This design comes from an exercise in tuning for a short achievable clock period and few clock cycles on the open sky130 flow, not from production work.
RTL that was checked went through simulation tests only; none was proved equivalent to the original.

==> inputs of run a <==
// mips_single_cycle
module mips_single_cycle(
	input logic asyn_n_rst,
	input logic clk,
	input logic [31:0] instruction,
	input logic [31:0] dm_q,
	output logic [31:0] PC,
	output logic [15:0] dm_address,
	output logic [31:0] dm_d,
	output logic dm_we
	);
==> flow/config.mk <==
export PLATFORM = sky130hd
export DESIGN_NAME = mips_single_cycle
export DESIGN_NICKNAME = mips_single_cycle
export VERILOG_FILES = /design/flow/design.v
export SDC_FILE = /design/flow/constraint.sdc
export NUM_CORES = 4
export LEC_CHECK = 0
export ABC_CLOCK_PERIOD_IN_PS = 2500
export CAP_MARGIN = 20
export CORE_MARGIN = 2
export CORE_UTILIZATION = 60
export SLEW_MARGIN = 20
export TNS_END_PERCENT = 100
==> flow/constraint.sdc <==
create_clock -name core_clock -period 9.0 [get_ports {clk}]
set_input_delay 1.8000 -clock core_clock [delete_from_list [all_inputs] [get_ports {clk}]]
set_output_delay 1.8000 -clock core_clock [all_outputs]
set_load 0.01 [all_outputs]
standard.sh (not shown) runs the stock make flow with config.mk's settings and CLKGATE_MAP_FILE= SYNTH_SCRIPT=/design/flow/synth_recipe.tcl, a recipe that flattens the netlist after the stock synthesis.
==> flow/flow/run.sh <==
#!/bin/bash
set -euo pipefail
bash standard.sh SETUP_SLACK_MARGIN=6.3 finish > standard_flow.log 2>&1
==> run b: changes against run a <==
--- a/flow/design.v
+++ b/flow/design.v
@@ -362,22 +362,13 @@
 	assign f_bne  = (f_op == 6'd13);
 	assign f_j    = (f_op == 6'd14);
 	assign f_jal  = (f_op == 6'd15);
 	assign f_ret  = (f_op == 6'd16);
 	assign f_blte = (f_op == 6'd17);
 	assign f_br   = f_beq | f_bne | f_blte;
-	logic [15:0]     bh_valid;
-	logic [15:0][3:0] bh_tag;
-	logic [15:0][1:0] bh_ctr;
-	logic            f_hit, f_same, f_spred;
-	logic [1:0]      f_ctr;
-	assign f_hit = bh_valid[PC[3:0]] & (bh_tag[PC[3:0]] == PC[7:4]);
-	assign f_ctr = bh_ctr[PC[3:0]];
-	assign f_same = (f_rs == f_rt);
-	assign f_spred = !f_beq;
-	assign f_pred = f_same ? !f_bne : (f_hit ? f_ctr[1] : f_spred);
+	assign f_pred = (f_rs == f_rt) ? !f_bne : !f_beq;
 	assign f_we  = f_r | f_addi | f_subi | f_andi | f_ori | f_xori | f_lui | f_lli |
 	               f_lwr | f_lwi | f_jal;
 	assign f_rsi = f_ret ? 5'd31 : f_rs;
 	assign f_wri = f_r ? f_rd : (f_jal ? 5'd31 : f_rt);
 	assign f_bimm = !(f_r | f_br);
 	always_comb begin
@@ -425,23 +416,16 @@
 	logic        k1, k2;
 	logic        d_we, d_load, d_store, d_memimm, d_bimm;
 	logic        d_chkeq, d_chkne, d_chkle, d_chkgt, d_ret;
 	logic        d_fwds, d_fwdt, d_fwds2, d_fwdt2;
 	logic        e_we;
 	logic [4:0]  e_wri;
-	logic [4:0]  d_rsi, d_rti, d_wri;
+	logic [4:0]  d_rsi, d_rti, d_wri, d_sa;
 	logic [15:0] d_imm;
 	logic [31:0] d_immval, d_alt;
 	logic [9:0]  d_alu;
-	logic        d_dyn, d_pred, d_hit;
-	logic [1:0]  d_ctr;
-	logic [7:0]  d_bpc;
-	logic        d_fwdb, d_fwdm, d_srafill, d_log, d_sh, d_fwdl, d_fwdlb, d_fwdsh;
-	logic [15:0] d_sll, d_srl, d_sra;
-	logic [15:0] f_shoh;
-	assign f_shoh = instruction[10] ? 16'b0 : (16'b1 << instruction[9:6]);
 	always_ff @(posedge clk or negedge asyn_n_rst) begin
 		if (!asyn_n_rst) begin
 			PC <= 32'b0;
 			ras <= 32'b0;
 			k1 <= 1'b1;
 			k2 <= 1'b1;
@@ -465,34 +449,19 @@
 		d_load   <= f_lwr | f_lwi;
 		d_memimm <= f_lwi | f_swi;
 		d_bimm   <= f_bimm;
 		d_rsi    <= f_rsi;
 		d_rti    <= f_rt;
 		d_wri    <= f_wri;
-		d_sll    <= f_alu[A_SLL] ? f_shoh : 16'b0;
-		d_srl    <= f_alu[A_SRL] ? f_shoh : 16'b0;
-		d_sra    <= f_alu[A_SRA] ? f_shoh : 16'b0;
-		d_srafill <= f_alu[A_SRA] & instruction[10];
-		d_log    <= f_alu[A_AND] | f_alu[A_OR] | f_alu[A_XOR] | f_alu[A_PASS];
-		d_sh     <= f_alu[A_SLL] | f_alu[A_SRL] | f_alu[A_SRA];
+		d_sa     <= instruction[10:6];
 		d_imm    <= f_imm;
 		d_immval <= f_immval;
 		d_alt    <= f_alt;
-		d_dyn    <= f_br & !f_same;
-		d_pred   <= f_pred;
-		d_hit    <= f_hit;
-		d_ctr    <= f_hit ? f_ctr : (f_spred ? 2'd2 : 2'd1);
-		d_bpc    <= PC[7:0];
 		d_alu    <= f_alu;
 		d_fwds   <= d_we & !k1 & (f_rsi == d_wri);
 		d_fwdt   <= d_we & !k1 & (f_rt == d_wri);
-		d_fwdb   <= d_we & !k1 & (f_rt == d_wri) & !f_bimm;
-		d_fwdm   <= d_we & !k1 & (f_rsi == d_wri) & !(f_lwi | f_swi);
-		d_fwdl   <= d_we & !k1 & (f_rsi == d_wri) & (f_alu[A_AND] | f_alu[A_OR] | f_alu[A_XOR]);
-		d_fwdlb  <= d_we & !k1 & (f_rt == d_wri) & !f_bimm & (f_alu[A_AND] | f_alu[A_OR] | f_alu[A_XOR]);
-		d_fwdsh  <= d_we & !k1 & (f_rt == d_wri) & (f_alu[A_SLL] | f_alu[A_SRL] | f_alu[A_SRA]);
 		d_fwds2  <= e_we & e_valid & (f_rsi == e_wri);
 		d_fwdt2  <= e_we & e_valid & (f_rt == e_wri);
 	end
 	logic [31:0] rf [0:31];
 	logic [31:0] qs, qt, a_val, t_val, e_result;
 	logic        w_we;
@@ -501,126 +470,65 @@
 	assign qs = d_fwds2 ? w_data : rf[d_rsi];
 	assign qt = d_fwdt2 ? w_data : rf[d_rti];
 	assign a_val = d_fwds ? e_result : qs;
 	assign t_val = d_fwdt ? e_result : qt;
 	logic        e_chkeq, e_chkne, e_chkle, e_chkgt, e_ret, e_valid;
 	logic [31:0] e_a, e_b, e_alt;
-	logic        e_dyn, e_pred;
-	logic [1:0]  e_ctr;
-	logic [7:0]  e_bpc;
-	logic [31:0] e_la, e_lb, e_sb;
-	logic [15:0] e_sll, e_srl, e_sra;
-	logic        e_srafill;
+	logic [4:0]  e_sa;
 	logic [9:0]  e_alu;
 	assign e_valid = !k1 & !k2;
 	always_ff @(posedge clk or negedge asyn_n_rst) begin
 		if (!asyn_n_rst) dm_we <= 1'b0;
 		else dm_we <= d_store & !k1 & !redirect;
 	end
 	always_ff @(posedge clk) begin
 		e_a   <= a_val;
-		e_b   <= d_fwdb ? e_result : (d_bimm ? d_immval : qt);
-		e_la  <= d_fwdl ? e_result : (d_log ? qs : 32'b0);
-		e_lb  <= d_fwdlb ? e_result : (d_log ? (d_bimm ? d_immval : qt) : 32'b0);
-		e_sb  <= d_fwdsh ? e_result : (d_sh ? qt : 32'b0);
+		e_b   <= d_bimm ? d_immval : t_val;
 		e_alt <= d_alt;
-		e_dyn <= d_dyn;
-		e_pred <= d_pred;
-		e_ctr <= d_ctr;
-		e_bpc <= d_bpc;
 		e_we   <= d_we;
 		e_chkeq <= d_chkeq;
 		e_chkne <= d_chkne;
 		e_chkle <= d_chkle;
 		e_chkgt <= d_chkgt;
 		e_ret  <= d_ret;
-		e_sll <= d_sll;
-		e_srl <= d_srl;
-		e_sra <= d_sra;
-		e_srafill <= d_srafill;
+		e_sa  <= d_sa;
 		e_alu <= d_alu;
 		e_wri <= d_wri;
 		dm_d  <= t_val;
-		dm_address <= d_fwdm ? e_result[15:0] : (d_memimm ? d_imm : qs[15:0]);
+		dm_address <= d_memimm ? d_imm : a_val[15:0];
 	end
-	logic [31:0] r_add, r_sub, r_sll, r_sr, alu_r;
+	logic [31:0] r_add, r_sub, r_sll, r_srl, r_sra, alu_r;
 	logic        eq, lte;
 	assign r_add = e_a + e_b;
 	assign r_sub = e_a - e_b;
-	assign lte = (e_b <= e_a);
-	always_comb begin
-		for (int i = 0; i < 32; i++) begin
-			r_sll[i] = 1'b0;
-			r_sr[i] = e_srafill & e_sb[31];
-			for (int k = 0; k < 16; k++) begin
-				if (i - k >= 0) r_sll[i] = r_sll[i] | (e_sll[k] & e_sb[i - k]);
-				if (i + k < 32) r_sr[i] = r_sr[i] | ((e_srl[k] | e_sra[k]) & e_sb[i + k]);
-				else r_sr[i] = r_sr[i] | (e_sra[k] & e_sb[31]);
-			end
-		end
-	end
+	assign r_sll = e_sa[4] ? 32'b0 : (e_b << e_sa[3:0]);
+	assign r_srl = e_sa[4] ? 32'b0 : (e_b >> e_sa[3:0]);
+	logic signed [31:0] e_bs, r_sra4;
+	assign e_bs = e_b;
+	assign r_sra4 = e_bs >>> e_sa[3:0];
+	assign r_sra = e_sa[4] ? {32{e_b[31]}} : r_sra4;
 	assign alu_r = ({32{e_alu[A_ADD]}}  & r_add) |
 	               ({32{e_alu[A_SUB]}}  & r_sub) |
-	               ({32{e_alu[A_AND]}}  & (e_la & e_lb)) |
-	               ({32{e_alu[A_OR]}}   & (e_la | e_lb)) |
-	               ({32{e_alu[A_XOR]}}  & (e_la ^ e_lb)) |
-	               r_sll | r_sr |
-	               ({32{e_alu[A_PASS]}} & e_lb);
+	               ({32{e_alu[A_AND]}}  & (e_a & e_b)) |
+	               ({32{e_alu[A_OR]}}   & (e_a | e_b)) |
+	               ({32{e_alu[A_XOR]}}  & (e_a ^ e_b)) |
+	               ({32{e_alu[A_SLL]}}  & r_sll) |
+	               ({32{e_alu[A_SRL]}}  & r_srl) |
+	               ({32{e_alu[A_SRA]}}  & r_sra) |
+	               ({32{e_alu[A_PASS]}} & e_b);
 	assign e_result = e_alu[A_LOAD] ? dm_q : alu_r;
 	always_ff @(posedge clk or negedge asyn_n_rst) begin
 		if (!asyn_n_rst) w_we <= 1'b0;
 		else w_we <= e_we & e_valid;
 	end
 	always_ff @(posedge clk) begin
 		w_wri  <= e_wri;
 		w_data <= e_result;
 		if (w_we) rf[w_wri] <= w_data;
 	end
 	assign eq  = (e_a == e_b);
-	logic mis_br, e_taken;
-	logic [1:0] e_ctr_new;
-	assign mis_br = (e_chkeq & eq) | (e_chkne & !eq) | (e_chkle & lte) | (e_chkgt & !lte);
-	assign redirect = e_valid & (mis_br | (e_ret & (e_a != e_alt)));
-	assign e_taken = e_pred ^ mis_br;
-	assign e_ctr_new = e_taken ? ((e_ctr == 2'd3) ? 2'd3 : e_ctr + 2'd1)
-	                           : ((e_ctr == 2'd0) ? 2'd0 : e_ctr - 2'd1);
-	always_ff @(posedge clk or negedge asyn_n_rst) begin
-		if (!asyn_n_rst) bh_valid <= 16'b0;
-		else if (e_valid & e_dyn) bh_valid[e_bpc[3:0]] <= 1'b1;
-	end
-	always_ff @(posedge clk) begin
-		if (e_valid & e_dyn) begin
-			bh_tag[e_bpc[3:0]] <= e_bpc[7:4];
-			bh_ctr[e_bpc[3:0]] <= e_ctr_new;
-		end
-	end
+	assign lte = (e_b <= e_a);
+	assign redirect = e_valid & ((e_chkeq & eq) | (e_chkne & !eq) |
+	                             (e_chkle & lte) | (e_chkgt & !lte) |
+	                             (e_ret & (e_a != e_alt)));
 	assign redirect_pc = e_ret ? e_a : e_alt;
 endmodule
-module ks_add(
-	input logic [31:0] a,
-	input logic [31:0] b,
-	input logic cin,
-	output logic [31:0] s,
-	output logic cout
-	);
-	logic [5:0][31:0] g, p;
-	logic [31:0] x;
-	assign x = a ^ b;
-	assign g[0] = (a & b) | {31'b0, x[0] & cin};
-	assign p[0] = x;
-	genvar l, i;
-	generate
-		for (l = 0; l < 5; l++) begin : lvl
-			for (i = 0; i < 32; i++) begin : bit_
-				if (i >= (1 << l)) begin : cmb
-					assign g[l+1][i] = g[l][i] | (p[l][i] & g[l][i - (1 << l)]);
-					assign p[l+1][i] = p[l][i] & p[l][i - (1 << l)];
-				end else begin : pass
-					assign g[l+1][i] = g[l][i];
-					assign p[l+1][i] = p[l][i];
-				end
-			end
-		end
-	endgenerate
-	assign s = x ^ {g[5][30:0], cin};
-	assign cout = g[5][31];
-endmodule
CORE_UTILIZATION = 40   (was 60)
==> summary.txt <==
The layout has 242 clock buffers. The run finished with no timing, DRC or antenna violations. After synthesis the cells add up to 0.08418 mm². After the first detailed-routing iteration, the DRC count stood at 13630.

Buffers inserted during clock tree synthesis total 180.
Source of the figures above: run a

==> summary.txt <==
The run finished with no timing, DRC or antenna violations. The mapped netlist covers 0.07033 mm². The logs give 0 for the DRC violation count after routing and 149 for the number of buffers created by CTS. For this run, the post-layout net count is 5536. The global routing stage identified its most utilized layer as met2.

The cell class ranked first by area is registers. Ranked by instance count, the synthesized netlist is headed by 1024 x sky130_fd_sc_hd__edfxtp_1, 680 x sky130_fd_sc_hd__mux4_2, 347 x sky130_fd_sc_hd__nor2_1, 325 x sky130_fd_sc_hd__dfxtp_1, 280 x sky130_fd_sc_hd__a21oi_1. For the first-iteration detailed-routing DRC count, the log shows 8221. In the finished layout, the clock tree contains a buffer count of 184.

After synthesis, the largest area contributor takes up 43.72% of total cell area.
Source of the figures above: run b

Testbench counts of run b, summed over its fixed seeds: cycles 20,653.
The RTL of run a was laid out without a check of its function.

## separate check: timing with driven ports
How much do the figures lean on ideal ports? The routed layouts below were timed once more, with nothing changed but the port constraints. Step 1 sets driving cells, clkbuf_16 on the clock port and buf_2 on the other inputs (assumed; they add their load-dependent delay and slew). Step 2 moves the port delays by t, midway between the first and last clock arrival at a register: inputs arrive t later, outputs are due t later. That takes back most of the time a late clock gives input paths. a / b / c = no drivers / after step 1 / after step 2; a / b = the first two.
run | t (ns) | setup slack, ns | worst hold slack (ns) | latest minus earliest clock arrival (ns) | pins driven straight from the clock port
run a | 0.921 | 5.339 / 5.339 / 4.755 | 0.320 / 0.320 / 0.320 | 0.105 / 0.105 | 1
run b | 0.882 | 5.526 / 5.526 / 5.049 | 0.322 / 0.322 / 0.322 | 0.028 / 0.028 | 1
After both steps setup and hold are still met in every run listed. The setup slack of run a, which loses most, moves by 0.000 ns with the drivers and by -0.584 ns with both steps.
